This is an optimization exercise on Yosys and OpenROAD, whose aim is small area, a short achievable clock period and few clock cycles per item, not a production implementation. Where RTL was checked, it was by simulation tests only, not by an equivalence proof against the original. For run 3, only the layout was checked, not whether the RTL still works. No activity file was given, so power comes from the tool's default toggle rates.

==> flow/design.v <==
module fp(out,done,a,b,start,clk,rst);
input wire [9:0]a,b;
input wire start;
input wire clk,rst;
output wire [9:0]out;
output reg done;
wire [8:0] lt_b = ~a[8:0] & b[8:0];
wire [8:0] eq_b = ~(a[8:0] ^ b[8:0]);
wire lt87 = lt_b[8] | (eq_b[8] & lt_b[7]);  wire eq87 = eq_b[8] & eq_b[7];
wire lt65 = lt_b[6] | (eq_b[6] & lt_b[5]);  wire eq65 = eq_b[6] & eq_b[5];
wire lt43 = lt_b[4] | (eq_b[4] & lt_b[3]);  wire eq43 = eq_b[4] & eq_b[3];
wire lt21 = lt_b[2] | (eq_b[2] & lt_b[1]);  wire eq21 = eq_b[2] & eq_b[1];
wire lt85 = lt87 | (eq87 & lt65);           wire eq85 = eq87 & eq65;
wire lt41 = lt43 | (eq43 & lt21);           wire eq41 = eq43 & eq21;
wire lt40 = lt41 | (eq41 & lt_b[0]);        wire eq40 = eq41 & eq_b[0];
wire a_lt_b = lt85 | (eq85 & lt40);
wire a_eq_b = eq85 & eq40;
wire [3:0] ea = a[8:5], eb = b[8:5];
wire [3:0] bo_ab, bo_ba;    
assign bo_ab[0] = 1'b0;
assign bo_ab[1] = ~ea[0] & eb[0];
assign bo_ab[2] = (~ea[1] & eb[1]) | (eq_b[6] & bo_ab[1]);
assign bo_ab[3] = (~ea[2] & eb[2]) | (eq_b[7] & (~ea[1] & eb[1])) | (eq_b[7] & eq_b[6] & bo_ab[1]);
assign bo_ba[0] = 1'b0;
assign bo_ba[1] = ~eb[0] & ea[0];
assign bo_ba[2] = (~eb[1] & ea[1]) | (eq_b[6] & bo_ba[1]);
assign bo_ba[3] = (~eb[2] & ea[2]) | (eq_b[7] & (~eb[1] & ea[1])) | (eq_b[7] & eq_b[6] & bo_ba[1]);
wire [3:0] dab = ~eq_b[8:5] ^ bo_ab;
wire [3:0] dba = ~eq_b[8:5] ^ bo_ba;
wire [5:0] ma = {1'b1, a[4:0]};
wire [5:0] mb = {1'b1, b[4:0]};
wire sub = a[9] ^ b[9];
wire [5:0] mx = a_lt_b ? mb : ma;
wire [3:0] d = lt85 ? dba : dab;
wire [5:0] my = ((a_lt_b ? ma : mb) >> d) ^ {6{sub}};
wire [9:0] x = a_lt_b ? b : a;
wire [5:0] p = mx ^ my;
wire [5:0] g = mx & my;
wire cin = sub;
wire g10 = g[1] | (p[1] & g[0]);           wire p10 = p[1] & p[0];
wire g32 = g[3] | (p[3] & g[2]);           wire p32 = p[3] & p[2];
wire g54 = g[5] | (p[5] & g[4]);           wire p54 = p[5] & p[4];
wire g0c = g[0] | (p[0] & cin);
wire c0 = cin;
wire c1 = g0c;
wire c2 = g10 | (p10 & cin);
wire c3 = g[2] | (p[2] & c2);
wire g30 = g32 | (p32 & g10);              wire p30 = p32 & p10;
wire c4 = g30 | (p30 & cin);
wire c5 = g[4] | (p[4] & c4);
wire c6 = g54 | (p54 & c4);
reg [6:0] mag;
reg [3:0] r_e;
reg r_s;
always @(posedge clk) begin
  mag <= {c6 & ~sub, p ^ {c5, c4, c3, c2, c1, c0}};
  r_e <= x[8:5];
  r_s <= x[9];
  if (rst) done <= 1'b0;
  else done <= start;
end
wire h6 = mag[6];
wire h5 = ~mag[6] & mag[5];
wire h4 = ~mag[6] & ~mag[5] & mag[4];
wire h3 = ~|mag[6:4] & mag[3];
wire h2 = ~|mag[6:3] & mag[2];
wire h1 = ~|mag[6:2] & mag[1];
wire h0 = ~|mag[6:1];
wire [4:0] m = ({5{h6}} & mag[5:1])
             | ({5{h5}} & mag[4:0])
             | ({5{h4}} & {mag[3:0], 1'b0})
             | ({5{h3}} & {mag[2:0], 2'b0})
             | ({5{h2}} & {mag[1:0], 3'b0})
             | ({5{h1}} & {mag[0], 4'b0});
wire [3:0] ep1 = r_e + 4'd1;
wire [3:0] em1 = r_e - 4'd1;
wire [3:0] em2 = r_e - 4'd2;
wire [3:0] em3 = r_e - 4'd3;
wire [3:0] em4 = r_e - 4'd4;
wire [3:0] em5 = r_e - 4'd5;
wire [3:0] e = ({4{h6}} & ep1) | ({4{h5}} & r_e) | ({4{h4}} & em1)
             | ({4{h3}} & em2) | ({4{h2}} & em3) | ({4{h1}} & em4)
             | ({4{h0}} & em5);
wire zero = ~|mag;
assign out = zero ? 10'd0 : {r_s, e, m};
endmodule
==> flow/flow/run.sh <==
#!/bin/bash
# The standard layout with two changes, each tool's output in its own log:
#  - synthesis is the standard flow's own script (synth_recipe.tcl) run without ORFS's
#    adder extraction (ADDER_MAP_FILE empty), so ABC maps the whole logic,
#    and, if flow/abc.script exists, with that ABC script in place of
#    ORFS's; registers, flattening and renaming are as in the standard run
#  - flow/extra.mk adds ORFS settings to config.mk (port buffer cell, ...)
# The rest is the standard.sh, unchanged.
set -e
cat flow/extra.mk >> config.mk
{ head -1 synth_recipe.tcl; cat flow/abc_swap.tcl; tail -n +2 synth_recipe.tcl; } > my_synth.tcl
if [ -f flow/abc.script ]; then export FLOW_ABC_SCRIPT=$PWD/flow/abc.script; fi
bash standard.sh ADDER_MAP_FILE= SYNTH_SCRIPT=$PWD/my_synth.tcl synth > synth.log 2>&1
bash standard.sh > standard.log 2>&1
==> flow/flow/abc.script <==
strash
balance
rewrite
refactor
balance
rewrite
rewrite -z
balance
refactor -z
rewrite -z
balance
dch -f
map -B 0.9
strash
balance
rewrite
refactor
balance
rewrite
rewrite -z
balance
refactor -z
rewrite -z
balance
dch -f
map -B 0.9
topo
stime -c
buffer -c
upsize -c
dnsize -c
==> flow/flow/abc_swap.tcl <==
# Map the combinational logic with the ABC script named by FLOW_ABC_SCRIPT
# instead of ORFS's; every other step of the synthesis is unchanged.
if {[info exists ::env(FLOW_ABC_SCRIPT)] && $::env(FLOW_ABC_SCRIPT) ne ""} {
  proc abc {args} {
    set i [lsearch -exact $args -script]
    if {$i >= 0} { set args [lreplace $args [expr {$i + 1}] [expr {$i + 1}] $::env(FLOW_ABC_SCRIPT)] }
    yosys abc {*}$args
  }
}
==> flow/flow/extra.mk <==
export BUFFER_PORTS_ARGS = -buffer_cell sky130_fd_sc_hd__buf_1
==> flow/standard.sh <==
#!/bin/bash
# synth_recipe.tcl (not shown) runs the flow's synth.tcl, then flattens the netlist and writes it again
# the make line also repeats each setting of config.mk as NAME=value (left out here)
make -C /OpenROAD-flow-scripts/flow DESIGN_CONFIG=/design/flow/config.mk WORK_HOME=/design/flow/orfs CLKGATE_MAP_FILE= SYNTH_SCRIPT=/design/flow/synth_recipe.tcl "${@:-finish}"
==> flow/config.mk <==
export PLATFORM = sky130hd
export DESIGN_NAME = fp
export DESIGN_NICKNAME = fp
export VERILOG_FILES = /design/flow/design.v
export SDC_FILE = /design/flow/constraint.sdc
export NUM_CORES = 4
export LEC_CHECK = 0
export ABC_AREA = 1
export CAP_MARGIN = 20
export CORE_MARGIN = 2
export CORE_UTILIZATION = 40
export SLEW_MARGIN = 20
export BUFFER_PORTS_ARGS = -buffer_cell sky130_fd_sc_hd__buf_1
==> flow/constraint.sdc <==
create_clock -name core_clock -period 8.0 [get_ports {clk}]
set_input_delay 1.6000 -clock core_clock [delete_from_list [all_inputs] [get_ports {clk}]]
set_output_delay 1.6000 -clock core_clock [all_outputs]
set_load 0.01 [all_outputs]
==> flow_summary_export.csv, run 1 <==
group,metric,value,unit
routing,postRouteAntennaNets,0,
timing,fin_setup_tns,0,ns
power_and_ir_drop,worst_ir_drop_vdd,0.0000669,V
yosys,seq_area_frac_synth,14.7,%
final_layout,n_antenna_cell,0,
placed_design,dp_hpwl,3620,um
power_and_ir_drop,power.leakage,1.04,nW
min_path,hold_path.class,"primary input to flop",
global_routing,grt_overflow,0,
yosys,avgSynthCellArea,5.74,sq um
clocking,cts.sinks,13,
timing,slew_headroom,54.0,%
yosys,synth_warnings,1,
setup_path,critPathKind,"primary input to flop",
timing,period_share,45.2,%
timing,fmaxAchievable,276,MHz
final_layout,fin_cells,396,
clocking,cts_buffers,3,
placed_design,placed_cells,392,
clocking,root_buffer,"clkbuf_8",
clocking,ctsHtreeMaxLevel,1,
floorplanning,pin_count,34,
floorplanning,dieWidth,70.6,um
min_path,hp-start,"rst",
global_routing,grt_util_met1,23.8,%
routing,drcViolationCount,0,
global_routing,antenna_found_initial,0,
yosys,yosysUniqueCellTypes,35,
routing,drt_iter0_drc,79,
global_routing,grtUsageTotal,18.3,%
timing,period_minus_slack,3.62,ns
placed_design,portBuffers,33,
final_layout,final_nets,368,
global_routing,grt_pass1_vias,1792,
timing,grt_setup_unrepaired,"false",
floorplanning,die-height,70.6,um
job,maxCapViolCount,0,
setup_path,critPathLaunch,"a[6]",
yosys,synth_cells,309,
power_and_ir_drop,power_density,220,mW/mm^2
timing,slew_violations,0,
floorplanning,rows,24,
global_routing,grt_max_degree,23,
yosys,syn_nets,332,
routing,finalWirelength,4210,um
setup_path,worstPathMaxFanout,22,
final_layout,layout-drive-gt1-share,12.8,%
placed_design,place_congestion,0.946,
clocking,post-cts-setup-buffer-count,0,
routing,wl_per_cell,10.6,um
routing,routed_via_density,4.88,
timing,hold_viol_final,0,
routing,vias,1931,
routing,dr.pass1.iters,4,
global_routing,top_usage_layer,"met2",
clocking,cts_tree,"done",
clocking,clockBufferDepth,2,
clocking,hold_buffers,0,
setup_path,end_kind,"flop",
global_routing,gr-usage-met3,1.14,%
timing,worst_pin_slew,0.685,ns
floorplanning,dieArea,0.00498,sq mm
global_routing,use_met2,31.6,%
final_layout,area_delta_synth_final,12.3,%
floorplanning,start_util,41.0,%
setup_path,start_kind,"primary input",
timing,setup_viol,0,
global_routing,grt_pass1_wl,7650,um
clocking,cts_resized,0,
outcome,outcome,"complete, no violations",
yosys,synth-seq-cells,13,
setup_path,worstPathArrival,3.77,ns
clocking,clk_pin_slew,0.05,ns
floorplanning,core-area,0.00432,sq mm
setup_path,critical_path_required,8.16,ns
yosys,syn-cell-area,0.00177,sq mm
critical path: stages:
cell	delay, ns
buf_1	0.11
inv_1	0.06
nand2_1	0.11
and2_2	0.23
nand2_4	0.07
nor2_4	0.12
nand2_4	0.09
nand2_4	0.20
nand2_2	0.09
nand3_2	0.11
nand2_1	0.06
a21oi_1	0.17
nand2_1	0.10
nand2_1	0.06
nand2_1	0.08
nand2_1	0.11
nand2_1	0.09
o21ai_1	0.15
xnor2_1	0.14
power breakdown:
part | switching (mW) | internal, mW
Combinational | 0.179 | 0.0986
Sequential | 0.0200 | 0.0846
Clock | 0.0205 | 0.0350
Total | 0.219 | 0.218
state kept, by name, summed over array words and instances, names as in the netlist:
name,cells
r_s,1
r_e,4
done,1
mag,7
through the flow:
stage / total power, mW / area (sq um) / util (%) / setup WS (ns) / hold slack [ns]
3_3_place_gp: 0.382 / 1950 / 45.0 / 4.16 / 1.75
5_1_grt: 0.488 / 1990 / 46.1 / 4.04 / 1.51
2_1_floorplan: 0.315 / 1770 / - / 4.63 / 1.67
3_5_place_dp: 0.383 / 1950 / 45.0 / 4.13 / 1.76
4_1_cts: 0.441 / 1990 / 46.1 / 4.38 / 1.51
6_report: 0.437 / 1990 / 46.1 / 4.38 / 1.52
area by class of cell:
class	instances	area, sq um
multi-input combinational	234	1270
sequential	13	260
tap	52	65.1
inverter	60	225
clock buffer	4	45.0
timing repair buffer	33	124
fill	503	2330
worst paths after layout:
check / to / slack [ns] / cells past startpoint
hold / removal: done$_SDFF_PP0_ / 1.52 / 2
setup / recovery: mag[3]$_DFF_P_ / 4.38 / 19
synthesized netlist by cell type, drive strengths merged:
master	instances	area, sq um
nand2	108	494
inv	58	218
nand3	39	238
nor2	27	150
o21ai	19	95.1
dfxtp	13	260
a21oi	8	43.8
nor3	6	30.0
xor2	5	43.8
o221ai	4	35.0
nand3b	3	22.5
xnor2	3	26.3
a31oi	2	12.5
buf	2	16.3
clkinv	2	7.51
o2111ai	2	17.5
o22ai	2	12.5
a2111oi	1	8.76
a221oi	1	8.76
a41oi	1	8.76
and2	1	7.51
mux2	1	11.3
or2	1	6.26
kinds of logic (layout without fill, tap and decap cells):
kind of cell | after synthesis | count (layout) | share of synthesized area (%)
AOI/OAI and AO/OA | 40 | 40 | 13.7
DFF | 13 | 13 | 14.7
and+or+nand+nor | 185 | 185 | 53.5
buffers and inverters | 62 | 97 | 13.6
xor gates and xnor gates | 8 | 8 | 3.95
muxes | 1 | 1 | 0.635
per-layer routing:
| metal | wire length [um] | up-vias |
|---|---|---|
| li1 | - | 1052 |
| met1 | 1890 | 828 |
| met2 | 2100 | 47 |
| met3 | 186 | 4 |
| met4 | 40 | 0 |
| met5 | 0 | - |
placed cells by master (no fill, tap or decap):
cell,n
nand2_1,88
inv_1,54
buf_1,33
nand3_1,32
nor2_1,21
o21ai_0,15
nand2_2,14
dfxtp_1,13
a21oi_1,7
nand3_2,6
nor3_1,6
nand2_4,5
xor2_1,5
inv_2,4
nor2_4,4
o21ai_1,4
o221ai_1,4
nand3b_1,3
xnor2_1,3
clkbuf_8,3
clkinv_1,2
o22ai_1,2
o2111ai_1,2
a31oi_1,2
and2_2,1
nor2_2,1
nor2_8,1
nand2_8,1
nand3_4,1
a21oi_2,1
or2_2,1
a221oi_1,1
a2111oi_0,1
a41oi_1,1
mux2_2,1
clkbuf_1,1
Testbench counts, summed over its fixed seeds: cycles 24,000, items 24,000.
==> run 2, diff against run 1 <==
--- a/flow/flow/abc.script
+++ b/flow/flow/abc.script
@@ -9,9 +9,6 @@
 refactor -z
 rewrite -z
 balance
-dch -f
-map -B 0.9
-strash
 balance
 rewrite
 refactor
==> run 2 against run 1 <==
Non-clock buffer count is the same. Total power shrank 3.6%. Largest cell class unchanged. Count of clock-buffer cells in the layout is the same. Die area shrank 2.7%. First-iteration DRC count shrank 49%. Still clean. Synthesized area shrank 2.9%. Synthesized cell count shrank 1.9%. Critical endpoint is now out[8]. Setup slack lost 0.013 ns. Via count shrank 2.2%.
==> flow_summary_export.csv, run 2 <==
group,metric,value,unit
final_layout,layout-drive-gt1-share,12.7,%
final_layout,reg.largest.list,"mag (7), r_e (4)",
clocking,cts_tree,"done",
final_layout,area_delta_synth_final,12.3,%
clocking,clockBufferDepth,2,
timing,slew_violations,0,
final_layout,final_nets,362,
final_layout,utilization,47.4,%
power_and_ir_drop,power_density,218,mW/mm^2
clocking,clk_pin_slew,0.05,ns
global_routing,grt_pass1_wl,7120,um
timing,slew_headroom,58.7,%
global_routing,grt_pass1_vias,1707,
job,maxCapViolCount,0,
placed_design,placed_cells,384,
timing,fmaxAchievable,275,MHz
timing,period_minus_slack,3.63,ns
yosys,synth-edff-count,0,
floorplanning,core-area,0.00409,sq mm
yosys,synth_warnings,1,
yosys,synth_cells,303,
routing,wl_per_cell,10.2,um
timing,period_share,45.4,%
routing,dr.pass1.iters,4,
yosys,syn-cell-area,0.00172,sq mm
timing,worst_pin_slew,0.615,ns
routing,postRouteAntennaNets,0,
setup_path,worstPathMaxFanout,7,
yosys,synthTopCellsByArea,"nand2_1 19%, dfxtp_1 15%, inv_1 11%",
final_layout,fillers,461,
setup_path,start_kind,"flop",
final_layout,fin_cells,388,
yosys,synthTopCellsByCount,"89 x nand2_1, 50 x inv_1, 31 x nand3_1, 21 x o21ai_0, 18 x nor2_1",
clocking,post-cts-setup-buffer-count,0,
final_layout,n_antenna_cell,0,
global_routing,grt_overflow,0,
global_routing,grtUsageTotal,17.2,%
yosys,synth.most_common_cell,"nand2_1",
final_layout,largest_register_ff_count,7,
yosys,syn_nets,326,
routing,routed.top_layer,"met4",
power_and_ir_drop,power.leakage,1.01,nW
setup_path,end_kind,"output pin",
clocking,cts_resized,0,
routing,dr_wl_met2,1960,um
min_path,hold_path.class,"primary input to flop",
floorplanning,dieWidth,69.6,um
timing,grt_setup_unrepaired,"false",
routing,met3_length,129,um
timing,fin_setup_tns,0,ns
floorplanning,die-height,69.6,um
yosys,synthDominantCellAreaShare,19.4,%
yosys,yosys_most_used_dff,"dfxtp_1",
yosys,synth_top_cell_by_area,"nand2_1",
placed_design,dp_hpwl,3370,um
routing,finalWirelength,3980,um
routing,drcViolationCount,0,
floorplanning,rows,23,
final_layout,layout_common_cells,"89 x nand2_1, 50 x inv_1, 33 x buf_1",
routing,drt_iter0_drc,40,
clocking,root_buffer,"clkbuf_8",
clocking,hold_buffers,0,
placed_design,place_congestion,0.898,
setup_path,critPathKind,"flop to output pin",
setup_path,critical_path_required,6.40,ns
timing,setup_viol,0,
floorplanning,pin_count,34,
routing,wl_met1,1840,um
floorplanning,start_util,42.2,%
timing,hold_viol_final,0,
placed_design,portBuffers,33,
yosys,async_flop_share,0,%
power_and_ir_drop,worst_ir_drop_vdd,0.0000663,V
clocking,cts_buffers,3,
outcome,outcome,"complete, no violations",
global_routing,grt_max_degree,23,
final_layout,largest-register,"mag",
setup_path,worstPathArrival,2.03,ns
clocking,cts.sinks,13,
yosys,synth-seq-cells,13,
yosys,seq_area_frac_synth,15.1,%
global_routing,antenna_found_initial,0,
yosys,avgSynthCellArea,5.69,sq um
yosys,yosysUniqueCellTypes,35,
routing,vias,1888,
routing,routed_via_density,4.87,
floorplanning,dieArea,0.00485,sq mm
final_layout,layout_commonest_cell,"nand2_1",
clocking,ctsHtreeMaxLevel,1,
==> run 2: cell count changes after synthesis, sizes merged, moves of 2 or more <==
cell / delta
inv: -4
nand2: -2
nand3: +2
nand3b: -2
nor2: -3
nor3: -5
o211ai: +2
o21ai: +4
o221ai: -3
o22ai: +2
xor2: +2
==> run 2: cells by family after synthesis <==
| logic type | Yosys count | share of synthesized area [%] |
|---|---|---|
| AND/OR/NAND/NOR | 178 | 51.3 |
| buffers and inverters | 57 | 13.1 |
| AO/OA/AOI/OAI | 44 | 14.7 |
| flip-flops | 13 | 15.1 |
| XOR/XNOR | 10 | 5.08 |
| multiplexers | 1 | 0.654 |
==> run 2: worst paths after layout <==
check | from | end | slack, ns | depth (start not counted)
min | rst | done$_SDFF_PP0_ | 1.51 | 2
max | mag[6]$_DFF_P_ | out[8] | 4.37 | 10
==> run 2: cell type report <==
| cell class | count | area (sq um) | share of cell area (%) |
|---|---|---|---|
| Multi-Input combinational cell | 233 | 1240 | 63.9 |
| Sequential cell | 13 | 260 | 13.4 |
| Inverter | 55 | 206 | 10.7 |
| Timing Repair Buffer | 33 | 124 | 6.40 |
| Tap cell | 50 | 62.6 | 3.23 |
| Clock buffer | 4 | 45.0 | 2.33 |
==> run 2: worst max-delay path, stage by stage, from the launching register on <==
cell	delay, ns
dfxtp_1	0.37
nor2_1	0.12
inv_1	0.06
nor4_1	0.34
inv_1	0.18
o21ai_0	0.11
a21oi_1	0.06
o21ai_0	0.15
o31ai_1	0.09
a21oi_1	0.15
buf_1	0.17
==> run 2: per-stage QoR <==
stage               power (mW)  cell area [sq um]  hold WS (ns)  worst slack, ns
global route             0.468               1940          1.56             4.07
detailed placement       0.368               1890          1.76             4.15
finish                   0.422               1940          1.51             4.37
floorplan                0.305               1720          1.67             4.64
CTS                      0.424               1940          1.51             4.39
global placement         0.368               1890          1.75             4.12
==> run 2: report_power, final <==
part	switching (mW)	internal (mW)	total (mW)
combinational	0.170	0.0936	0.263
clock	0.0197	0.0349	0.0546
sequential	0.0189	0.0848	0.104
==> run 2: routing by layer <==
| metal | vias to the layer above | track usage, % |
|---|---|---|
| li1 | 1037 | - |
| met1 | 806 | 21.2 |
| met2 | 41 | 31.8 |
| met3 | 4 | 0.436 |
| met4 | 0 | 5.98 |
| met5 | - | 0 |
==> run 3, diff against run 2 <==
--- a/flow/design.v
+++ b/flow/design.v
@@ -31,7 +31,7 @@
 wire [5:0] mb = {1'b1, b[4:0]};
 wire sub = a[9] ^ b[9];
 wire [5:0] mx = a_lt_b ? mb : ma;
-wire [3:0] d = lt85 ? dba : dab;
+wire [3:0] d = (lt85 ? eb : ea) - (lt85 ? ea : eb);
 wire [5:0] my = ((a_lt_b ? ma : mb) >> d) ^ {6{sub}};
 wire [9:0] x = a_lt_b ? b : a;
 wire [5:0] p = mx ^ my;
==> run 3 against run 2 <==
Sequential cell count unchanged. Critical path type is now primary input to flop. Largest power group unchanged. First-iteration DRC count grew 130%. Global-route usage increased by 0.22 points. Still clean on timing, DRC and antenna. Highest routed layer unchanged. Die area down 1.9%. Worst hold slack improved by 0.00087 ns. Sequential share of layout area increased by 0.27 points.
==> flow_summary_export.csv, run 3 <==
group,metric,value,unit
routing,drcViolationCount,0,
yosys,syn-cell-area,0.00169,sq mm
yosys,synthTopCellsByArea,"nand2_1 18%, dfxtp_1 15%, inv_1 11%",
yosys,synthSimpleGateAreaFrac,47.2,%
yosys,yosysUniqueCellTypes,34,
yosys,synth_compound_area_share,15.5,%
yosys,synthTopCellsByCount,"79 x nand2_1, 50 x inv_1, 30 x nand3_1, 22 x nor2_1, 20 x o21ai_0",
clocking,cts_buffers,3,
yosys,synth_warnings,1,
final_layout,n_antenna_cell,0,
timing,slew_headroom,52.1,%
floorplanning,pin_count,34,
yosys,yosys_most_used_dff,"dfxtp_1",
clocking,ctsHtreeMaxLevel,1,
routing,vias,1792,
clocking,post-cts-setup-buffer-count,0,
floorplanning,die-height,69.0,um
placed_design,portBuffers,33,
placed_design,placed_cells,379,
global_routing,grt_pass1_wl,6440,um
setup_path,path_delay_family,"simple AND/OR/NAND/NOR gates",
power_and_ir_drop,clkPwrFrac,13.5,%
power_and_ir_drop,power,410,uW
timing,grt_setup_unrepaired,"false",
setup_path,critPathKind,"primary input to flop",
setup_path,critical_path_required,8.13,ns
routing,postRouteAntennaNets,0,
clocking,hold_buffers,0,
placed_design,dp_hpwl,3220,um
final_layout,fin_cells,383,
timing,setup_viol,0,
global_routing,grtUsageTotal,17.4,%
setup_path,start_kind,"primary input",
yosys,synthDominantCellAreaShare,17.6,%
power_and_ir_drop,switchingPower,199,uW
routing,finalWirelength,3690,um
timing,slew_violations,0,
placed_design,place_congestion,0.877,
routing,drt_iter0_drc,90,
setup_path,critPathLaunch,"b[5]",
final_layout,largest-register,"mag",
clocking,clk_pin_slew,0.05,ns
timing,fin_setup_tns,0,ns
setup_path,worstPathMaxFanout,24,
power_and_ir_drop,p_int,211,uW
final_layout,area_delta_synth_final,12.4,%
yosys,synth.most_common_cell,"nand2_1",
yosys,synth-adder-area-share,0,%
yosys,synth-seq-cells,13,
routing,dr.pass1.iters,4,
floorplanning,dieWidth,69.0,um
timing,hold_viol_final,0,
yosys,synth_top_cell_by_area,"nand2_1",
power_and_ir_drop,power.leakage,1.03,nW
setup_path,end_kind,"flop",
yosys,avgSynthCellArea,5.66,sq um
final_layout,largest_register_ff_count,7,
power_and_ir_drop,worst_ir_drop_vdd,0.0000606,V
global_routing,grt_pass1_vias,1602,
setup_path,path_buf_inv,2,
routing,routed_via_density,4.68,
yosys,synth_cells,298,
clocking,root_buffer,"clkbuf_8",
routing,wl_per_cell,9.63,um
yosys,synth_top_family_by_area,"simple AND/OR/NAND/NOR gates",
final_layout,reg.largest.list,"mag (7), r_e (4)",
clocking,cts.sinks,13,
floorplanning,dieArea,0.00476,sq mm
floorplanning,core-area,0.00403,sq mm
global_routing,grt_overflow,0,
floorplanning,start_util,41.9,%
power_and_ir_drop,power_frac_seq,24.9,%
setup_path,slowest_delay,0.28,ns
timing,period_share,46.2,%
global_routing,antenna_found_initial,0,
timing,fmaxAchievable,271,MHz
power_and_ir_drop,power_density,216,mW/mm^2
min_path,hold_path.class,"primary input to flop",
clocking,cts_tree,"done",
yosys,seq_area_frac_synth,15.4,%
setup_path,crit_path_end,"mag[6]$_DFF_P_",
setup_path,crit_path_top_delay_cell,"or2_1",
setup_path,crit_path_cell_trace,"buf_1, nor2_2, nor2_4, nand2_2, nor3_4, nand2_4, nand2_4, nand2_1, nand3_1, nand3_1, o21ai_1, nand2_1, xor2_1, or2_1, nand3_2, nand3_2, nand2_1, inv_1",
yosys,synthMuxAreaShare,0.667,%
setup_path,worst-path-stages,18,
setup_path,worstPathArrival,3.82,ns
timing,period_minus_slack,3.69,ns
outcome,outcome,"complete, no violations",
floorplanning,rows,23,
yosys,synth-edff-count,0,
setup_path,critPathMostFrequentCell,"nand2_1",
yosys,synth-xor-area-share,6.08,%
final_layout,final_nets,357,
power_and_ir_drop,p_sw_share,48.6,%
clocking,clockBufferDepth,2,
power_and_ir_drop,power_frac_comb,61.5,%
clocking,cts_resized,0,
yosys,async_flop_share,0,%
yosys,syn_nets,321,
timing,worst_pin_slew,0.713,ns
global_routing,grt_max_degree,25,
final_layout,layout-drive-gt1-share,14.4,%
final_layout,layout_commonest_cell,"nand2_1",
final_layout,layout_common_cells,"79 x nand2_1, 50 x inv_1, 33 x buf_1",
job,maxCapViolCount,0,
## run 3: cell types whose count changed in the layout (fill, tap and decap cells not counted), sizes merged, moves of 2 or more
cell    before  now
nand3       41   35
nand2      106   98
nor3         1    4
o211ai       2    0
a22oi        0    2
nor2        24   26
inv         54   62
o41ai        0    2
## run 3: worst min path at each step
stage                       to  cells after the start  start  slack, ns
2_1_floorplan  done$_SDFF_PP0_                      1    rst       1.67
3_3_place_gp   done$_SDFF_PP0_                      2    rst       1.75
3_5_place_dp   done$_SDFF_PP0_                      2    rst       1.76
4_1_cts        done$_SDFF_PP0_                      2    rst       1.51
5_1_grt        done$_SDFF_PP0_                      2    rst       1.52
6_report       done$_SDFF_PP0_                      2    rst       1.51
## run 3: final cells by class
| cell class | count | area [sq um] |
|---|---|---|
| multi-input cells | 221 | 1170 |
| clock buffers | 4 | 45.0 |
| inverters | 62 | 233 |
| flip-flops and latches | 13 | 260 |
| repair buffers | 33 | 124 |
| fillers | 445 | 2130 |
| well taps | 50 | 62.6 |
## run 3: through the flow
step | setup slack (ns) | hold slack (ns) | utilization, % | area, sq um
after CTS | 4.32 | 1.51 | 47.1 | 1900
after global routing | 3.96 | 1.52 | 47.1 | 1900
after global placement | 4.10 | 1.75 | 46.0 | 1850
final | 4.31 | 1.51 | 47.1 | 1900
after detailed placement | 4.09 | 1.76 | 46.0 | 1850
after floorplan | 4.58 | 1.67 | - | 1690
## run 3: cell families after synthesis
family,after synthesis
compound gates,44
mux,1
flops,13
xor+xnor,10
buf+inv,64
simple gates,166
## run 3: power by group through the flow
| stage | logic [mW] | clock network [mW] | registers [mW] |
|---|---|---|---|
| floorplan | 0.198 | 0 | 0.0981 |
| global placement | 0.254 | 0 | 0.103 |
| detailed placement | 0.253 | 0 | 0.104 |
| CTS | 0.254 | 0.0569 | 0.102 |
| global route | 0.293 | 0.0596 | 0.106 |
| finish | 0.252 | 0.0555 | 0.102 |
## run 3: metal layers
metal	track usage [%]	vias up	routed length, um
met3	0.649	4	100
met5	0	-	0
met1	21.5	747	1830
li1	-	1005	-
met2	31.4	36	1720
met4	7.35	0	42
==> run 4, diff against run 3 <==
--- a/flow/design.v
+++ b/flow/design.v
@@ -31,7 +31,7 @@
 wire [5:0] mb = {1'b1, b[4:0]};
 wire sub = a[9] ^ b[9];
 wire [5:0] mx = a_lt_b ? mb : ma;
-wire [3:0] d = (lt85 ? eb : ea) - (lt85 ? ea : eb);
+wire [3:0] d = lt85 ? dba : dab;
 wire [5:0] my = ((a_lt_b ? ma : mb) >> d) ^ {6{sub}};
 wire [9:0] x = a_lt_b ? b : a;
 wire [5:0] p = mx ^ my;
==> flow/flow/extra.mk (replaced) <==
export BUFFER_PORTS_ARGS = -buffer_cell sky130_fd_sc_hd__buf_1
export SETUP_SLACK_MARGIN = 4.6
export SETUP_MOVE_SEQUENCE = swap
--- a/flow/config.mk
+++ b/flow/config.mk
@@ -11,3 +11,5 @@
 export CORE_UTILIZATION = 40
 export SLEW_MARGIN = 20
 export BUFFER_PORTS_ARGS = -buffer_cell sky130_fd_sc_hd__buf_1
+export SETUP_SLACK_MARGIN = 4.6
+export SETUP_MOVE_SEQUENCE = swap
==> run 4 against run 3 <==
Global-route usage is 0.28 points lower. Sequential power barely moved. Maximum frequency rose by 2.4%. Critical path type unchanged. Largest power group unchanged.
==> flow_summary_export.csv, run 4 <==
group,metric,value,unit
timing,hold_slack,1.51,ns
clocking,cts_resized,0,
clocking,cts.sinks,13,
setup_path,critPathMostFrequentCell,"nand2_1",
yosys,synth-edff-count,0,
clocking,clk_pin_slew,0.05,ns
routing,vias,1877,
clocking,post-cts-setup-buffer-count,0,
routing,routed_via_density,4.84,
setup_path,worst-path-stages,22,
setup_path,critPathKind,"primary input to flop",
timing,setup_viol,0,
clocking,clockBufferDepth,2,
yosys,synth_warnings,1,
job,maxCapViolCount,0,
placed_design,place_congestion,0.898,
routing,drcViolationCount,0,
setup_path,critical_path_required,8.18,ns
yosys,synthTopCellsByArea,"nand2_1 19%, dfxtp_1 15%, inv_1 11%",
floorplanning,start_util,42.2,%
timing,worst_pin_slew,0.614,ns
setup_path,slowest_delay,0.20,ns
yosys,synth_top_cell_by_area,"nand2_1",
yosys,syn_nets,326,
setup_path,start_kind,"primary input",
setup_path,crit_path_cell_trace,"buf_1, inv_1, nand2_1, and2_1, nand2_1, nor2_4, nand2_4, nand2_4, nand2_1, nand3_1, nand3_1, nand3_2, nand2_1, nand2_1, nand3_1, nand2_2, nand3_2, nand2_2, nand3_2, nand3_2, nand2_1, inv_1",
timing,fmaxAchievable,277,MHz
yosys,yosys_most_used_dff,"dfxtp_1",
power_and_ir_drop,power_frac_seq,24.5,%
final_layout,final_nets,362,
yosys,synthTopCellsByCount,"89 x nand2_1, 50 x inv_1, 31 x nand3_1, 21 x o21ai_0, 18 x nor2_1",
timing,slew_violations,0,
floorplanning,dieWidth,69.6,um
setup_path,end_kind,"flop",
timing,hold_viol_final,0,
power_and_ir_drop,clkPwrFrac,13.0,%
routing,dr.pass1.iters,4,
timing,slew_headroom,58.7,%
final_layout,layout_commonest_cell,"nand2_1",
setup_path,path_buf_inv,3,
min_path,hold_depth,2,
power_and_ir_drop,p_int,214,uW
power_and_ir_drop,power_density,218,mW/mm^2
final_layout,layout-drive-gt1-share,12.7,%
power_and_ir_drop,p_sw_share,49.4,%
routing,drt_iter0_drc,38,
final_layout,largest_register_ff_count,7,
final_layout,largest-register,"mag",
power_and_ir_drop,power_frac_comb,62.5,%
placed_design,portBuffers,33,
routing,finalWirelength,3940,um
yosys,async_flop_share,0,%
clocking,ctsHtreeMaxLevel,1,
setup_path,path_delay_family,"simple AND/OR/NAND/NOR gates",
final_layout,n_antenna_cell,0,
setup_path,worstPathMaxFanout,22,
floorplanning,rows,23,
yosys,yosysUniqueCellTypes,35,
routing,postRouteAntennaNets,0,
power_and_ir_drop,power.leakage,1.01,nW
min_path,hold_path.class,"primary input to flop",
global_routing,grtUsageTotal,17.1,%
global_routing,grt_max_degree,23,
yosys,seq_area_frac_synth,15.1,%
yosys,synth-seq-cells,13,
setup_path,worstPathArrival,3.79,ns
power_and_ir_drop,worst_ir_drop_vdd,0.0000664,V
yosys,synth_cells,303,
final_layout,layout_common_cells,"89 x nand2_1, 50 x inv_1, 33 x buf_1",
outcome,outcome,"complete, no violations",
final_layout,fin_cells,388,
yosys,synth.most_common_cell,"nand2_1",
placed_design,dp_hpwl,3370,um
power_and_ir_drop,switchingPower,208,uW
global_routing,grt_overflow,0,
clocking,root_buffer,"clkbuf_8",
timing,fin_setup_tns,0,ns
power_and_ir_drop,power,422,uW
timing,period_share,45.1,%
floorplanning,pin_count,34,
floorplanning,core-area,0.00409,sq mm
timing,period_minus_slack,3.61,ns
yosys,avgSynthCellArea,5.69,sq um
setup_path,crit_path_top_delay_cell,"nand2_4",
final_layout,reg.largest.list,"mag (7), r_e (4)",
yosys,syn-cell-area,0.00172,sq mm
yosys,synthDominantCellAreaShare,19.4,%
global_routing,antenna_found_initial,0,
clocking,cts_buffers,3,
floorplanning,dieArea,0.00485,sq mm
clocking,cts_tree,"done",
global_routing,grt_pass1_vias,1720,
routing,wl_per_cell,10.2,um
global_routing,grt_pass1_wl,7090,um
floorplanning,die-height,69.6,um
final_layout,area_delta_synth_final,12.3,%
timing,grt_setup_unrepaired,"true",
placed_design,placed_cells,384,
run 4: changes by cell type after synthesis, sizes merged, moves of 2 or more:
cell	previous run	this run
inv	62	54
nand2	98	106
nand3	35	41
nor3	4	1
a22oi	2	0
nor2	26	24
o211ai	0	2
o41ai	2	0
run 4: per-layer routing:
| layer | vias up | track usage, % | routed length [um] |
|---|---|---|---|
| met5 | - | 0 | 0 |
| met4 | 0 | 5.98 | 64 |
| met3 | 6 | 0.436 | 92 |
| met2 | 28 | 31.8 | 1940 |
| met1 | 805 | 21.1 | 1840 |
| li1 | 1038 | - | - |
run 4: worst paths after layout:
path | startpoint | endpoint | slack, ns
worst max-delay path | b[6] | mag[6]$_DFF_P_ | 4.39
worst min-delay path | rst | done$_SDFF_PP0_ | 1.51
run 4: cell type report:
type                    count  area [sq um]
repair buffers             33           124
fillers                   461          2150
clock buffers               4          45.0
inverters                  55           206
flip-flops and latches     13           260
well taps                  50          62.6
multi-input cells         233          1240
run 4: kinds of logic after synthesis:
family                 after synthesis  share of synthesized area, %
AO/OA/AOI/OAI                       44                          14.7
buffers and inverters               57                          13.1
multiplexers                         1                         0.654
flip-flops                          13                          15.1
AND/OR/NAND/NOR                    178                          51.3
XOR/XNOR                            10                          5.08
run 4: power groups by stage:
stage	Sequential (mW)	Combinational [mW]	Clock, mW
3_5_place_dp	0.104	0.263	0
5_1_grt	0.107	0.303	0.0584
3_3_place_gp	0.104	0.263	0
6_report	0.103	0.264	0.0547
4_1_cts	0.103	0.264	0.0563
2_1_floorplan	0.0996	0.205	0
run 4: timing repair:
| item | in CTS | in global routing |
|---|---|---|
| setup endpoints to repair | 10 | 12 |
| hold buffers | 0 | 0 |
| pin swaps | 3 | 2 |
| hold endpoints to repair | 0 | 0 |
run 4: through the flow:
| step | cell area [sq um] | worst slack [ns] | utilization (%) |
|---|---|---|---|
| after detailed placement | 1890 | 4.15 | 46.3 |
| after global routing | 1940 | 4.07 | 47.4 |
| final | 1940 | 4.39 | 47.4 |
| after global placement | 1890 | 4.12 | 46.3 |
| after floorplan | 1720 | 4.64 | - |
| after CTS | 1940 | 4.39 | 47.4 |
Testbench counts of run 4, summed over its fixed seeds: cycles 24,000, items 24,000.
==> run 5, diff against run 4 <==
--- a/flow/flow/abc.script
+++ b/flow/flow/abc.script
@@ -24,5 +24,5 @@
 topo
 stime -c
 buffer -c
-upsize -c
-dnsize -c
+upsize -c -D 2000
+dnsize -c -D 2000
==> run 5 against run 4 <==
Synthesized cell count stayed put. Synthesized area is 7.5% lower. Die area is 7.1% lower.
==> flow_summary_export.csv, run 5 <==
group,metric,value,unit
outcome,outcome,"complete, no violations",
routing,drt_iter0_drc,115,
floorplanning,dieArea,0.00451,sq mm
final_layout,layout_commonest_cell,"nand2_1",
clocking,root_buffer,"clkbuf_8",
clocking,ctsHtreeMaxLevel,1,
min_path,hold_path.class,"primary input to flop",
yosys,synth_warnings,1,
timing,period_minus_slack,3.82,ns
final_layout,largest-register,"mag",
timing,setup_viol,0,
final_layout,utilization,50.1,%
setup_path,critical_path_required,8.13,ns
final_layout,largest_register_ff_count,7,
power_and_ir_drop,power_density,220,mW/mm^2
clocking,clockBufferDepth,2,
setup_path,critPathMostFrequentCell,"nand3_2",
floorplanning,start_util,42.6,%
clocking,cts.sinks,13,
routing,postRouteAntennaNets,0,
power_and_ir_drop,worst_ir_drop_vdd,0.0000730,V
setup_path,start_kind,"primary input",
placed_design,dp_hpwl,3330,um
timing,grt_setup_unrepaired,"true",
global_routing,grt_max_degree,23,
routing,drcViolationCount,0,
power_and_ir_drop,power.leakage,0.988,nW
global_routing,grtUsageTotal,19.4,%
timing,fmaxAchievable,262,MHz
power_and_ir_drop,power,413,uW
timing,fin_setup_tns,0,ns
yosys,avgSynthCellArea,5.26,sq um
yosys,async_flop_share,0,%
yosys,seq_area_frac_synth,16.3,%
yosys,yosys_most_used_dff,"dfxtp_1",
setup_path,critPathKind,"primary input to flop",
routing,routed_via_density,4.83,
yosys,synth_top_cell_by_area,"nand2_1",
yosys,synthTopCellsByArea,"nand2_1 24%, dfxtp_1 16%, inv_1 13%",
global_routing,antenna_found_initial,0,
global_routing,grt_pass1_vias,1713,
final_layout,area_delta_synth_final,17.6,%
setup_path,end_kind,"flop",
yosys,synthDominantCellAreaShare,24.3,%
floorplanning,pin_count,34,
setup_path,crit_path_top_delay_cell,"nand2_2",
setup_path,worstPathArrival,3.95,ns
yosys,synth_cells,303,
min_path,hp-start,"rst",
final_layout,final_nets,362,
routing,dr.pass1.iters,4,
clocking,cts_tree,"done",
job,maxCapViolCount,0,
routing,wl_per_cell,10.0,um
yosys,syn-cell-area,0.00159,sq mm
clocking,clk_pin_slew,0.05,ns
timing,period_share,47.7,%
yosys,synthMuxAreaShare,0.706,%
global_routing,grt_pass1_wl,6960,um
final_layout,n_antenna_cell,0,
yosys,synth_compound_area_share,15.7,%
yosys,synth.most_common_cell,"nand2_1",
setup_path,crit_path_cell_trace,"buf_1, nor2_2, nor2_4, o21ai_1, nor2_1, nand2_2, nand2_2, nand2_2, nand3_2, nor2_1, nor2_1, nand2_1, nand2_1, nand3_2, nand2_1, inv_1, nand3_2, nand2_2, nand3_2, nand3_2, nand2_1, inv_1",
global_routing,grt_overflow,0,
final_layout,fillers,429,
timing,hold_viol_final,0,
yosys,syn_nets,326,
yosys,synth-xor-area-share,5.49,%
floorplanning,core-area,0.00374,sq mm
timing,slew_violations,0,
yosys,yosysUniqueCellTypes,30,
final_layout,layout-drive-gt1-share,10.4,%
yosys,synthTopCellsByCount,"103 x nand2_1, 54 x inv_1, 39 x nand3_1, 23 x nor2_1, 23 x o21ai_0",
placed_design,portBuffers,33,
yosys,synth_top_family_by_area,"simple AND/OR/NAND/NOR gates",
floorplanning,rows,22,
setup_path,slowest_delay,0.31,ns
setup_path,critPathLaunch,"b[5]",
yosys,synth-seq-cells,13,
setup_path,path_delay_family,"simple AND/OR/NAND/NOR gates",
final_layout,reg.largest.list,"mag (7), r_e (4)",
final_layout,layout_common_cells,"92 x nand2_1, 49 x inv_1, 34 x nand3_1",
floorplanning,dieWidth,67.1,um
clocking,cts_buffers,3,
setup_path,worstPathMaxFanout,22,
setup_path,path_buf_inv,3,
timing,slew_headroom,56.7,%
yosys,synth-edff-count,0,
timing,worst_pin_slew,0.645,ns
routing,vias,1863,
floorplanning,die-height,67.1,um
yosys,synthSimpleGateAreaFrac,47.8,%
routing,finalWirelength,3870,um
placed_design,place_congestion,0.929,
yosys,synth-adder-area-share,0,%
==> run 5: timing repair <==
action | 4_1_cts | 5_1_grt
endpoints found under the setup margin | 11 | 13
hold endpoints to repair | 0 | 0
hold buffers | 0 | 0
gates cloned | 0 | 0
buffers inserted | 0 | 0
pin swaps | 16 | 8
resized for setup | 0 | 0
==> run 5: final timing paths <==
kind | depth (start not counted) | endpoint
min | 2 | done$_SDFF_PP0_
max | 22 | mag[6]$_DFF_P_
==> run 5: where the power goes <==
part           total [mW]  leakage, nW  switching, mW  internal [mW]
sequential          0.103        0.109         0.0186         0.0848
combinational       0.255        0.856          0.164         0.0904
clock              0.0545       0.0228         0.0196         0.0349
==> run 5: logic make-up (layout without fill, tap and decap cells) <==
family | after synthesis | count (layout)
xor gates and xnor gates | 10 | 10
AOI/OAI and AO/OA | 44 | 44
and+or+nand+nor | 178 | 178
muxes | 1 | 1
buffers and inverters | 57 | 92
DFF | 13 | 13
==> run 5: routing by layer <==
layer	track usage, %	share of wire (%)	vias up
met3	1.18	3.2	4
li1	-	-	1040
met2	33.9	48	42
met4	6.89	1.1	0
met1	25.0	48	777
met5	0	0	-
==> run 5: metrics by stage <==
step / instances / cell area (sq um) / hold WS, ns / worst slack (ns)
final: 386 / 1870 / 1.52 / 4.18
after global routing: 386 / 1870 / 1.53 / 3.83
after CTS: 386 / 1870 / 1.51 / 4.18
after detailed placement: 382 / 1830 / 1.76 / 3.89
after global placement: 382 / 1830 / 1.75 / 3.90
after floorplan: 303 / 1660 / 1.67 / 4.60
==> run 5: area by class of cell <==
| type | count | area (sq um) | area share, % |
|---|---|---|---|
| clock buffers | 4 | 45.0 | 2.40 |
| multi-input cells | 233 | 1170 | 62.6 |
| inverters | 55 | 211 | 11.3 |
| well taps | 48 | 60.1 | 3.20 |
| repair buffers | 33 | 124 | 6.61 |
| flip-flops and latches | 13 | 260 | 13.9 |
==> run 6, diff against run 5 <==
--- a/flow/flow/abc.script
+++ b/flow/flow/abc.script
@@ -24,5 +24,5 @@
 topo
 stime -c
 buffer -c
-upsize -c -D 2000
-dnsize -c -D 2000
+upsize -c -D 1900
+dnsize -c -D 1900
==> run 6 against run 5 <==
Sequential share of layout area about the same. Final cell count up 0.52%. Synthesized cell count unchanged. Count of clock-buffer cells in the layout unchanged. Design area down 0.13%. First-iteration DRC count down 17%. Largest cell class unchanged. Sequential power about the same. Critical path type unchanged. Die area up 3.8%. Non-clock buffer count unchanged. Sequential cell count unchanged.
==> flow_summary_export.csv, run 6 <==
group,metric,value,unit
outcome,outcome,"complete, no violations",
timing,slew_headroom,56.7,%
routing,dr.pass1.iters,4,
yosys,syn_nets,326,
clocking,ctsHtreeMaxLevel,1,
routing,dr_wl_met2,1900,um
clocking,clk_pin_slew,0.05,ns
routing,finalWirelength,3990,um
min_path,hp-start,"rst",
final_layout,reg.largest.list,"mag (7), r_e (4)",
yosys,async_flop_share,0,%
yosys,synthDominantCellAreaShare,21.3,%
routing,wl_per_cell,10.3,um
placed_design,placed_cells,384,
routing,routed_via_density,4.86,
setup_path,critPathKind,"primary input to flop",
timing,fin_setup_tns,0,ns
timing,hold_viol_final,0,
final_layout,n_antenna_cell,0,
routing,met3_length,103,um
final_layout,layout-drive-gt1-share,8.28,%
yosys,synth-edff-count,0,
yosys,yosysUniqueCellTypes,33,
min_path,hold_depth,2,
final_layout,final_nets,362,
placed_design,dp_hpwl,3330,um
power_and_ir_drop,power_density,223,mW/mm^2
final_layout,layout_commonest_cell,"nand2_1",
yosys,synth_top_cell_by_area,"nand2_1",
floorplanning,dieArea,0.00468,sq mm
routing,wl_met1,1870,um
routing,drcViolationCount,0,
global_routing,grt_overflow,0,
floorplanning,die-height,68.4,um
yosys,avgSynthCellArea,5.48,sq um
timing,period_share,46.5,%
yosys,yosys_most_used_dff,"dfxtp_1",
final_layout,fillers,443,
clocking,cts_tree,"done",
routing,vias,1884,
timing,worst_pin_slew,0.645,ns
global_routing,grt_pass1_vias,1744,
global_routing,grt_max_degree,23,
timing,fmaxAchievable,269,MHz
yosys,seq_area_frac_synth,15.7,%
floorplanning,core-area,0.00400,sq mm
yosys,synth.most_common_cell,"nand2_1",
yosys,synth_cells,303,
routing,drt_iter0_drc,96,
placed_design,placed_area,0.00183,sq mm
final_layout,layout_common_cells,"94 x nand2_1, 54 x inv_1, 34 x nand3_1",
clocking,root_buffer,"clkbuf_8",
timing,setup_viol,0,
yosys,synthTopCellsByArea,"nand2_1 21%, dfxtp_1 16%, inv_1 12%",
global_routing,antenna_found_initial,0,
setup_path,worstPathMaxFanout,22,
timing,period_minus_slack,3.72,ns
setup_path,worstPathArrival,3.86,ns
clocking,cts.sinks,13,
yosys,synth_warnings,1,
routing,routed.top_layer,"met4",
setup_path,start_kind,"primary input",
min_path,hold_end,"done$_SDFF_PP0_",
clocking,cts_buffers,3,
final_layout,fin_cells,388,
power_and_ir_drop,worst_ir_drop_vdd,0.0000713,V
timing,slew_violations,0,
yosys,synth-seq-cells,13,
min_path,hold_path.class,"primary input to flop",
yosys,synthTopCellsByCount,"94 x nand2_1, 54 x inv_1, 34 x nand3_1, 22 x o21ai_0, 21 x nor2_1",
placed_design,portBuffers,33,
timing,grt_setup_unrepaired,"true",
final_layout,design_area,0.00187,sq mm
final_layout,area_delta_synth_final,12.8,%
power_and_ir_drop,power.leakage,0.993,nW
global_routing,grtUsageTotal,19.2,%
floorplanning,start_util,41.5,%
final_layout,largest-register,"mag",
clocking,hold_buffers,0,
setup_path,end_kind,"flop",
floorplanning,dieWidth,68.4,um
job,maxCapViolCount,0,
placed_design,place_congestion,0.861,
routing,postRouteAntennaNets,0,
clocking,clockBufferDepth,2,
global_routing,grt_pass1_wl,7000,um
yosys,syn-cell-area,0.00166,sq mm
floorplanning,rows,23,
final_layout,largest_register_ff_count,7,
floorplanning,pin_count,34,
setup_path,critical_path_required,8.13,ns
clocking,cts_resized,0,
==> run 6: changes by cell type after synthesis, moves of 2 or more <==
| cell | before | now |
|---|---|---|
| nand2_1 | 103 | 94 |
| nand2_2 | 3 | 10 |
| nand3_1 | 39 | 34 |
| nand3_2 | 2 | 7 |
| nand2_4 | 0 | 2 |
| nor2_1 | 23 | 21 |
| nor2_2 | 0 | 2 |
==> run 6: critical path: stages <==
cell	delay [ns]
buf_1	0.09
inv_1	0.09
nor2_1	0.08
nor2_4	0.19
o21ai_1	0.10
nor2_1	0.13
nand2_2	0.13
nand2_4	0.21
nand2_1	0.11
nand3_2	0.10
nor2_1	0.05
nor2_2	0.13
nand2_1	0.09
nand2_1	0.08
nand3_2	0.09
nand2_1	0.10
inv_1	0.05
nand3_2	0.09
nand2_2	0.06
nand3_2	0.08
nand3_2	0.07
nand2_1	0.07
inv_1	0.04
==> run 6: logic make-up after synthesis <==
family                 Yosys count  share of synthesized area, %
XOR/XNOR                        10                          5.28
flip-flops                      13                          15.7
AO/OA/AOI/OAI                   44                          15.1
buffers and inverters           57                          13.6
multiplexers                     1                         0.679
AND/OR/NAND/NOR                178                          49.7
==> run 6: where the power goes <==
part / internal (mW) / total (mW) / switching, mW
Sequential: 0.0847 / 0.104 / 0.0194
Combinational: 0.0913 / 0.257 / 0.166
Clock: 0.0350 / 0.0555 / 0.0205
Total: 0.211 / 0.417 / 0.206
==> run 6: final cells by class <==
class | count | area (sq um) | share of cell area [%]
Clock buffer | 4 | 45.0 | 2.41
Tap cell | 50 | 62.6 | 3.34
Multi-Input combinational cell | 233 | 1170 | 62.7
Inverter | 55 | 206 | 11.0
Timing Repair Buffer | 33 | 124 | 6.62
Sequential cell | 13 | 260 | 13.9
==> run 6: how the worst max path moves through the flow <==
stage	start	endpoint	slack [ns]	cells after the start
finish	a[5]	mag[6]$_DFF_P_	4.28	23
global route	b[7]	mag[6]$_DFF_P_	3.98	24
CTS	a[5]	mag[6]$_DFF_P_	4.28	23
detailed placement	a[5]	mag[6]$_DFF_P_	4.03	23
global placement	b[5]	mag[6]$_DFF_P_	4.08	22
floorplan	a[6]	mag[6]$_DFF_P_	4.62	24
==> run 6: per-stage QoR <==
step / hold slack, ns / total power [mW] / worst slack [ns] / util, %
floorplan: 1.67 / 0.299 / 4.62 / -
global placement: 1.75 / 0.362 / 4.08 / 45.7
detailed placement: 1.75 / 0.362 / 4.03 / 45.7
CTS: 1.50 / 0.419 / 4.28 / 46.8
global route: 1.52 / 0.465 / 3.98 / 46.8
finish: 1.51 / 0.417 / 4.28 / 46.8
==> run 6: per-layer routing <==
metal,vias to the layer above,GRT usage (%)
li1,1036,-
met1,793,22.5
met2,43,34.7
met3,12,1.15
met4,0,9.50
met5,-,0
==> run 6: what timing repair did <==
item                                    4_1_cts  5_1_grt
endpoints found under the setup margin       10       11
setup buffers                                 0        0
pin swaps                                     5        5
==> run 7, diff against run 6 <==
--- a/flow/design.v
+++ b/flow/design.v
@@ -2,7 +2,7 @@
 input wire [9:0]a,b;
 input wire start;
 input wire clk,rst;
-output wire [9:0]out;
+output reg [9:0]out;
 output reg done;
 wire [8:0] lt_b = ~a[8:0] & b[8:0];
 wire [8:0] eq_b = ~(a[8:0] ^ b[8:0]);
@@ -49,16 +49,9 @@
 wire c4 = g30 | (p30 & cin);
 wire c5 = g[4] | (p[4] & c4);
 wire c6 = g54 | (p54 & c4);
-reg [6:0] mag;
-reg [3:0] r_e;
-reg r_s;
-always @(posedge clk) begin
-  mag <= {c6 & ~sub, p ^ {c5, c4, c3, c2, c1, c0}};
-  r_e <= x[8:5];
-  r_s <= x[9];
-  if (rst) done <= 1'b0;
-  else done <= start;
-end
+wire [6:0] mag = {c6 & ~sub, p ^ {c5, c4, c3, c2, c1, c0}};
+wire [3:0] r_e = x[8:5];
+wire r_s = x[9];
 wire h6 = mag[6];
 wire h5 = ~mag[6] & mag[5];
 wire h4 = ~mag[6] & ~mag[5] & mag[4];
@@ -82,5 +75,9 @@
              | ({4{h3}} & em2) | ({4{h2}} & em3) | ({4{h1}} & em4)
              | ({4{h0}} & em5);
 wire zero = ~|mag;
-assign out = zero ? 10'd0 : {r_s, e, m};
+always @(posedge clk) begin
+  out <= zero ? 10'd0 : {r_s, e, m};
+  if (rst) done <= 1'b0;
+  else done <= start;
+end
 endmodule
--- a/flow/flow/abc.script
+++ b/flow/flow/abc.script
@@ -24,5 +24,5 @@
 topo
 stime -c
 buffer -c
-upsize -c -D 1900
-dnsize -c -D 1900
+upsize -c
+dnsize -c
==> flow/flow/extra.mk (replaced) <==
export BUFFER_PORTS_ARGS = -buffer_cell sky130_fd_sc_hd__buf_1
--- a/flow/config.mk
+++ b/flow/config.mk
@@ -11,5 +11,3 @@
 export CORE_UTILIZATION = 40
 export SLEW_MARGIN = 20
 export BUFFER_PORTS_ARGS = -buffer_cell sky130_fd_sc_hd__buf_1
-export SETUP_SLACK_MARGIN = 4.6
-export SETUP_MOVE_SEQUENCE = swap
==> run 7 against run 6 <==
Utilization rose by 0.19 points. Non-clock buffer count grew 1. Wire length increased by 13%. Die area is 12% higher. Sequential share of layout area fell by 3.4 points. Clock power shrank 2%. Total power grew 12%. Critical path depth is 4 higher. Largest cell class unchanged.
==> flow_summary_export.csv, run 7 <==
group,metric,value,unit
global_routing,grt_overflow,0,
routing,drcViolationCount,0,
setup_path,slowest_delay,0.27,ns
timing,period_minus_slack,4.46,ns
final_layout,n_antenna_cell,0,
timing,fin_setup_tns,0,ns
clocking,root_buffer,"clkbuf_8",
timing,worst_pin_slew,0.569,ns
yosys,syn_nets,369,
global_routing,grt_pass1_vias,1833,
timing,hold_viol_final,0,
floorplanning,start_util,42.1,%
routing,drt_iter0_drc,96,
power_and_ir_drop,p_sw_share,52.6,%
min_path,hold_depth,2,
timing,slew_violations,0,
yosys,synth.most_common_cell,"nand2_1",
setup_path,worstPathMaxFanout,22,
yosys,synth-edff-count,0,
yosys,syn-cell-area,0.00187,sq mm
floorplanning,dieWidth,72.4,um
final_layout,area_delta_synth_final,11.5,%
yosys,synthTopCellsByCount,"110 x nand2_1, 56 x inv_1, 55 x nand3_1, 16 x nand2_2, 16 x nor2_1",
routing,finalWirelength,4490,um
global_routing,grt_pass1_wl,7850,um
yosys,synthDominantCellAreaShare,22.0,%
clocking,clk_pin_slew,0.05,ns
setup_path,critPathMostFrequentCell,"nand2_1",
final_layout,layout-drive-gt1-share,13.4,%
min_path,hold_path.class,"primary input to flop",
yosys,synth_warnings,1,
clocking,cts_buffers,3,
setup_path,crit_path_top_delay_cell,"nor2_2",
clocking,hold_buffers,0,
yosys,avgSynthCellArea,5.41,sq um
setup_path,worstPathArrival,4.63,ns
yosys,yosysUniqueCellTypes,28,
floorplanning,pin_count,34,
setup_path,start_kind,"primary input",
yosys,seq_area_frac_synth,11.8,%
routing,vias,2114,
clocking,cts_tree,"done",
clocking,ctsHtreeMaxLevel,1,
global_routing,grtUsageTotal,18.6,%
floorplanning,rows,24,
power_and_ir_drop,power,469,uW
setup_path,worst-path-stages,27,
yosys,synth-seq-cells,11,
power_and_ir_drop,switchingPower,247,uW
global_routing,grt_max_degree,23,
setup_path,path_delay_family,"simple AND/OR/NAND/NOR gates",
final_layout,layout_commonest_cell,"nand2_1",
timing,period_share,55.8,%
timing,slew_headroom,62.1,%
power_and_ir_drop,power.leakage,1.17,nW
global_routing,top_usage_layer,"met2",
placed_design,place_congestion,0.874,
yosys,synth_cells,346,
setup_path,critPathKind,"primary input to flop",
floorplanning,dieArea,0.00525,sq mm
routing,dr.pass1.iters,4,
clocking,cts_resized,0,
clocking,clockBufferDepth,2,
routing,routed_via_density,4.89,
routing,wl_per_cell,10.4,um
final_layout,reg.largest.list,"out (10), done (1)",
job,maxCapViolCount,0,
global_routing,gr-usage-met3,2.92,%
yosys,synth_top_cell_by_area,"nand2_1",
power_and_ir_drop,power_density,224,mW/mm^2
global_routing,grt_util_met1,25.9,%
timing,fmaxAchievable,224,MHz
final_layout,final_nets,404,
power_and_ir_drop,power_frac_comb,70.2,%
final_layout,layout_common_cells,"110 x nand2_1, 56 x inv_1, 55 x nand3_1",
routing,postRouteAntennaNets,0,
setup_path,end_kind,"flop",
power_and_ir_drop,power_frac_seq,18.2,%
floorplanning,die-height,72.4,um
yosys,async_flop_share,0,%
setup_path,path_buf_inv,3,
outcome,outcome,"complete, no violations",
yosys,yosys_most_used_dff,"dfxtp_1",
final_layout,largest-register,"out",
final_layout,largest_register_ff_count,10,
timing,setup_viol,0,
power_and_ir_drop,p_int,222,uW
clocking,cts.sinks,11,
power_and_ir_drop,worst_ir_drop_vdd,0.0000851,V
clocking,post-cts-setup-buffer-count,0,
global_routing,antenna_found_initial,0,
placed_design,dp_hpwl,3860,um
placed_design,portBuffers,33,
global_routing,use_met2,29.7,%
final_layout,fillers,492,
setup_path,critical_path_required,8.17,ns
floorplanning,core-area,0.00444,sq mm
power_and_ir_drop,clkPwrFrac,11.6,%
yosys,synthTopCellsByArea,"nand2_1 22%, nand3_1 15%, dfxtp_1 12%",
timing,grt_setup_unrepaired,"false",
## run 7: cell count changes after synthesis, moves of 3 or more
cell     delta
buf_2       +3
inv_2       +5
nand2_1    +16
nand2_2     +6
nand2_4     +5
nand3_1    +21
nor2_1      -5
nor2_2      +3
nor2_4      +3
o21ai_0    -11
o22ai_1     -3
## run 7: through the flow
stage	instance area, sq um	hold slack (ns)	std cells	setup WS (ns)	utilization [%]
after CTS	2090	1.51	432	3.54	47.0
after detailed placement	2040	1.76	428	3.30	46.0
after floorplan	1870	1.67	346	4.00	-
after global routing	2090	1.50	432	3.05	47.0
after global placement	2040	1.75	428	3.38	46.0
final	2090	1.51	432	3.54	47.0
## run 7: metal layers
layer	share of wire, %	wire length (um)	vias to the layer above
met5	0	0	-
met4	1.8	83	0
met3	3.6	161	8
met2	44	1980	49
met1	51	2270	898
li1	-	-	1159
## run 7: worst paths after layout
path	start	end	slack, ns
setup / recovery	b[5]	out[7]$_SDFF_PN0_	3.54
hold / removal	rst	done$_SDFF_PP0_	1.51
## run 7: power by group through the flow
stage	logic (mW)	clock network (mW)	registers, mW
after floorplan	0.246	0	0.100
after global placement	0.328	0	0.0872
after detailed placement	0.329	0	0.0864
after CTS	0.330	0.0565	0.0856
after global routing	0.376	0.0594	0.0873
final	0.329	0.0543	0.0853
## run 7: cell families after synthesis
logic type             share of synthesized area [%]
AND/OR/NAND/NOR                                 61.0
buffers and inverters                           13.8
AO/OA/AOI/OAI                                   8.75
flip-flops                                      11.8
XOR/XNOR                                        4.68
## run 7: area by class of cell
cell class                 instances  area [sq um]  share of cell area (%)
tap                               52          65.1                    3.12
timing repair buffer              34           131                    6.29
clock buffer                       4          45.0                    2.16
multi-input combinational        269          1390                    66.7
inverter                          62           233                    11.1
sequential                        11           220                    10.5
Testbench counts of run 7, summed over its fixed seeds: cycles 24,000, items 24,000.
==> run 8, diff against run 7 <==
--- a/flow/flow/abc.script
+++ b/flow/flow/abc.script
@@ -26,3 +26,21 @@
 buffer -c
 upsize -c
 dnsize -c
+strash
+balance
+rewrite
+refactor
+balance
+rewrite
+rewrite -z
+balance
+refactor -z
+rewrite -z
+balance
+dch -f
+map -B 0.9
+topo
+stime -c
+buffer -c
+upsize -c
+dnsize -c
==> run 8 against run 7 <==
Maximum frequency down 1.3%. Final cell count down 0.46%. Critical path type unchanged. Design area down 2.4%. Synthesized cell count down 0.58%. Sequential cell count unchanged. Wire length down 4.1%. Highest routed layer unchanged. Critical endpoint is now out[8]$_SDFF_PN0_.
==> flow_summary_export.csv, run 8 <==
group,metric,value,unit
min_path,hold_path.class,"primary input to flop",
setup_path,worstPathArrival,4.69,ns
floorplanning,pin_count,34,
routing,dr_wl_met2,1880,um
outcome,outcome,"complete, no violations",
placed_design,portBuffers,33,
timing,hold_slack,1.52,ns
final_layout,fillers,510,
job,maxCapViolCount,0,
final_layout,layout_common_cells,"107 x nand2_1, 62 x inv_1, 51 x nand3_1",
routing,routed_via_density,4.87,
timing,hold_viol_final,0,
floorplanning,core-area,0.00438,sq mm
timing,slew_violations,0,
floorplanning,rows,24,
placed_design,placed_cells,426,
timing,worst_slack,3.48,ns
final_layout,n_antenna_cell,0,
final_layout,reg.largest.list,"out (10), done (1)",
final_layout,design_area,0.00204,sq mm
setup_path,critical_path_required,8.17,ns
global_routing,grtUsageTotal,17.5,%
global_routing,grt_pass1_vias,1807,
final_layout,layout_commonest_cell,"nand2_1",
global_routing,antenna_found_initial,0,
clocking,clk_pin_slew,0.05,ns
yosys,synth_warnings,1,
yosys,async_flop_share,0,%
clocking,post-cts-setup-buffer-count,0,
yosys,synthDominantCellAreaShare,22.0,%
global_routing,grt_max_degree,24,
clocking,cts_buffers,3,
placed_design,place_congestion,0.842,
yosys,syn-cell-area,0.00183,sq mm
timing,worst_pin_slew,0.892,ns
global_routing,grt_overflow,0,
final_layout,final_nets,402,
timing,fmaxAchievable,221,MHz
yosys,synth.most_common_cell,"nand2_1",
placed_design,dp_hpwl,3720,um
routing,dr.pass1.iters,4,
timing,slew_headroom,40.3,%
yosys,synth_cells,344,
routing,drcViolationCount,0,
routing,routed.top_layer,"met4",
timing,grt_setup_unrepaired,"false",
routing,wl_met1,2150,um
floorplanning,dieWidth,71.6,um
timing,setup_viol,0,
clocking,clockBufferDepth,2,
routing,vias,2094,
clocking,cts.sinks,11,
yosys,seq_area_frac_synth,12.0,%
setup_path,start_kind,"primary input",
clocking,cts_resized,0,
routing,drt_iter0_drc,123,
clocking,ctsHtreeMaxLevel,1,
routing,wl_per_cell,10.0,um
yosys,synth_top_cell_by_area,"nand2_1",
yosys,avgSynthCellArea,5.31,sq um
yosys,synthTopCellsByArea,"nand2_1 22%, nand3_1 14%, inv_1 13%",
power_and_ir_drop,power,453,uW
placed_design,dpl_worst_slack,3.28,ns
clocking,root_buffer,"clkbuf_8",
floorplanning,die-height,71.6,um
timing,period_minus_slack,4.52,ns
clocking,cts_tree,"done",
final_layout,utilization,46.5,%
final_layout,layout-drive-gt1-share,10.3,%
power_and_ir_drop,power_density,222,mW/mm^2
routing,met3_length,218,um
clocking,hold_buffers,0,
floorplanning,start_util,41.7,%
power_and_ir_drop,worst_ir_drop_vdd,0.0000879,V
placed_design,placed_area,0.00199,sq mm
final_layout,largest-register,"out",
yosys,syn_nets,367,
yosys,synthTopCellsByCount,"107 x nand2_1, 62 x inv_1, 51 x nand3_1, 25 x nor2_1, 14 x o21ai_0",
setup_path,worstPathMaxFanout,23,
global_routing,grt_pass1_wl,7590,um
final_layout,largest_register_ff_count,10,
floorplanning,dieArea,0.00513,sq mm
setup_path,end_kind,"flop",
yosys,yosys_most_used_dff,"dfxtp_1",
routing,postRouteAntennaNets,0,
yosys,yosysUniqueCellTypes,28,
routing,finalWirelength,4310,um
final_layout,area_delta_synth_final,11.5,%
setup_path,critPathKind,"primary input to flop",
yosys,synth-seq-cells,11,
timing,period_share,56.5,%
yosys,synth-edff-count,0,
power_and_ir_drop,power.leakage,1.16,nW
timing,fin_setup_tns,0,ns
final_layout,fin_cells,430,
-- run 8: logic make-up after synthesis --
kind of cell | after synthesis | share of synthesized area, %
AO/OA/AOI/OAI | 36 | 11.4
AND/OR/NAND/NOR | 221 | 57.8
buffers and inverters | 67 | 14.4
flip-flops | 11 | 12.0
XOR/XNOR | 9 | 4.31
-- run 8: final cells by class --
type / count / area, sq um / share of cell area [%]
clock buffers: 4 / 45.0 / 2.21
inverters: 64 / 240 / 11.8
multi-input cells: 266 / 1340 / 65.9
flip-flops and latches: 11 / 220 / 10.8
well taps: 52 / 65.1 / 3.19
repair buffers: 33 / 124 / 6.08
-- run 8: worst paths after layout --
kind              start           endpoint  slack (ns)  depth (start not counted)
setup / recovery   b[6]  out[8]$_SDFF_PN0_        3.48                         27
hold / removal      rst    done$_SDFF_PP0_        1.52                          2
-- run 8: critical path: stages --
cell     delay, ns
buf_1         0.11
inv_1         0.05
nand2_1       0.13
nand4_1       0.22
nor2_2        0.21
nand2_4       0.11
nand2_4       0.21
nand2_1       0.11
nand3_1       0.10
nand3_1       0.10
nand3_2       0.10
nand2_1       0.07
nand2_1       0.07
nand3_1       0.13
nand2_1       0.13
inv_1         0.05
nand2_1       0.08
nand3_2       0.08
nand2_2       0.09
nand2_1       0.07
nand2_2       0.10
nand3_1       0.17
nor2_1        0.29
nand2_1       0.08
nand2_1       0.06
nor2_1        0.05
a21oi_2       0.10
-- run 8: report_power, final --
part           total (mW)  internal, mW  switching (mW)
logic               0.316         0.102           0.214
clock network      0.0523        0.0347          0.0176
registers          0.0844        0.0800         0.00444
total               0.453         0.217           0.236
-- run 8: per-layer routing --
| layer | track usage (%) | vias to the layer above |
|---|---|---|
| met4 | 3.35 | 0 |
| li1 | - | 1159 |
| met5 | 0 | - |
| met3 | 3.09 | 6 |
| met2 | 28.2 | 57 |
| met1 | 24.7 | 872 |

-- separate check: timing with driven ports --
In the flow no input, the clock included, has a driving cell. The finished layouts below were timed again as built, in two steps. Step 1: set_driving_cell puts a clkbuf_16 on clk and a buf_2 on each other input, an assumption about the parent block. Step 2 also shifts input and output timing later by t, the mid clock arrival at the registers, as if the neighbouring blocks saw the same clock. a / b / c = ideal / step 1 / step 2; a / b = the first two.
run | t, ns | setup WS [ns] | latest minus earliest clock arrival (ns) | worst slew at a driven data input, ns | pins driven straight from the clock port
run 1 | 0.257 | 4.382 / 4.382 / 4.125 | 0.002 / 0.002 | 0.04 | 1
run 2 | 0.257 | 4.370 / 4.346 / 4.133 | 0.001 / 0.002 | 0.04 | 1
run 3 | 0.256 | 4.307 / 4.307 / 4.051 | 0.004 / 0.004 | 0.03 | 1
run 4 | 0.257 | 4.394 / 4.396 / 4.139 | 0.002 / 0.002 | 0.04 | 1
run 5 | 0.254 | 4.181 / 4.182 / 3.929 | 0.001 / 0.001 | 0.03 | 1
run 6 | 0.258 | 4.279 / 4.283 / 4.025 | 0.002 / 0.002 | 0.03 | 1
run 7 | 0.261 | 3.538 / 3.540 / 3.280 | 0.003 / 0.003 | 0.03 | 1
run 8 | 0.245 | 3.480 / 3.477 / 3.232 | 0.003 / 0.003 | 0.03 | 1
After both steps every run listed still meets setup and hold. For run 7, which loses most, drivers alone change the setup slack by +0.002 ns; drivers and shift together by -0.258 ns.
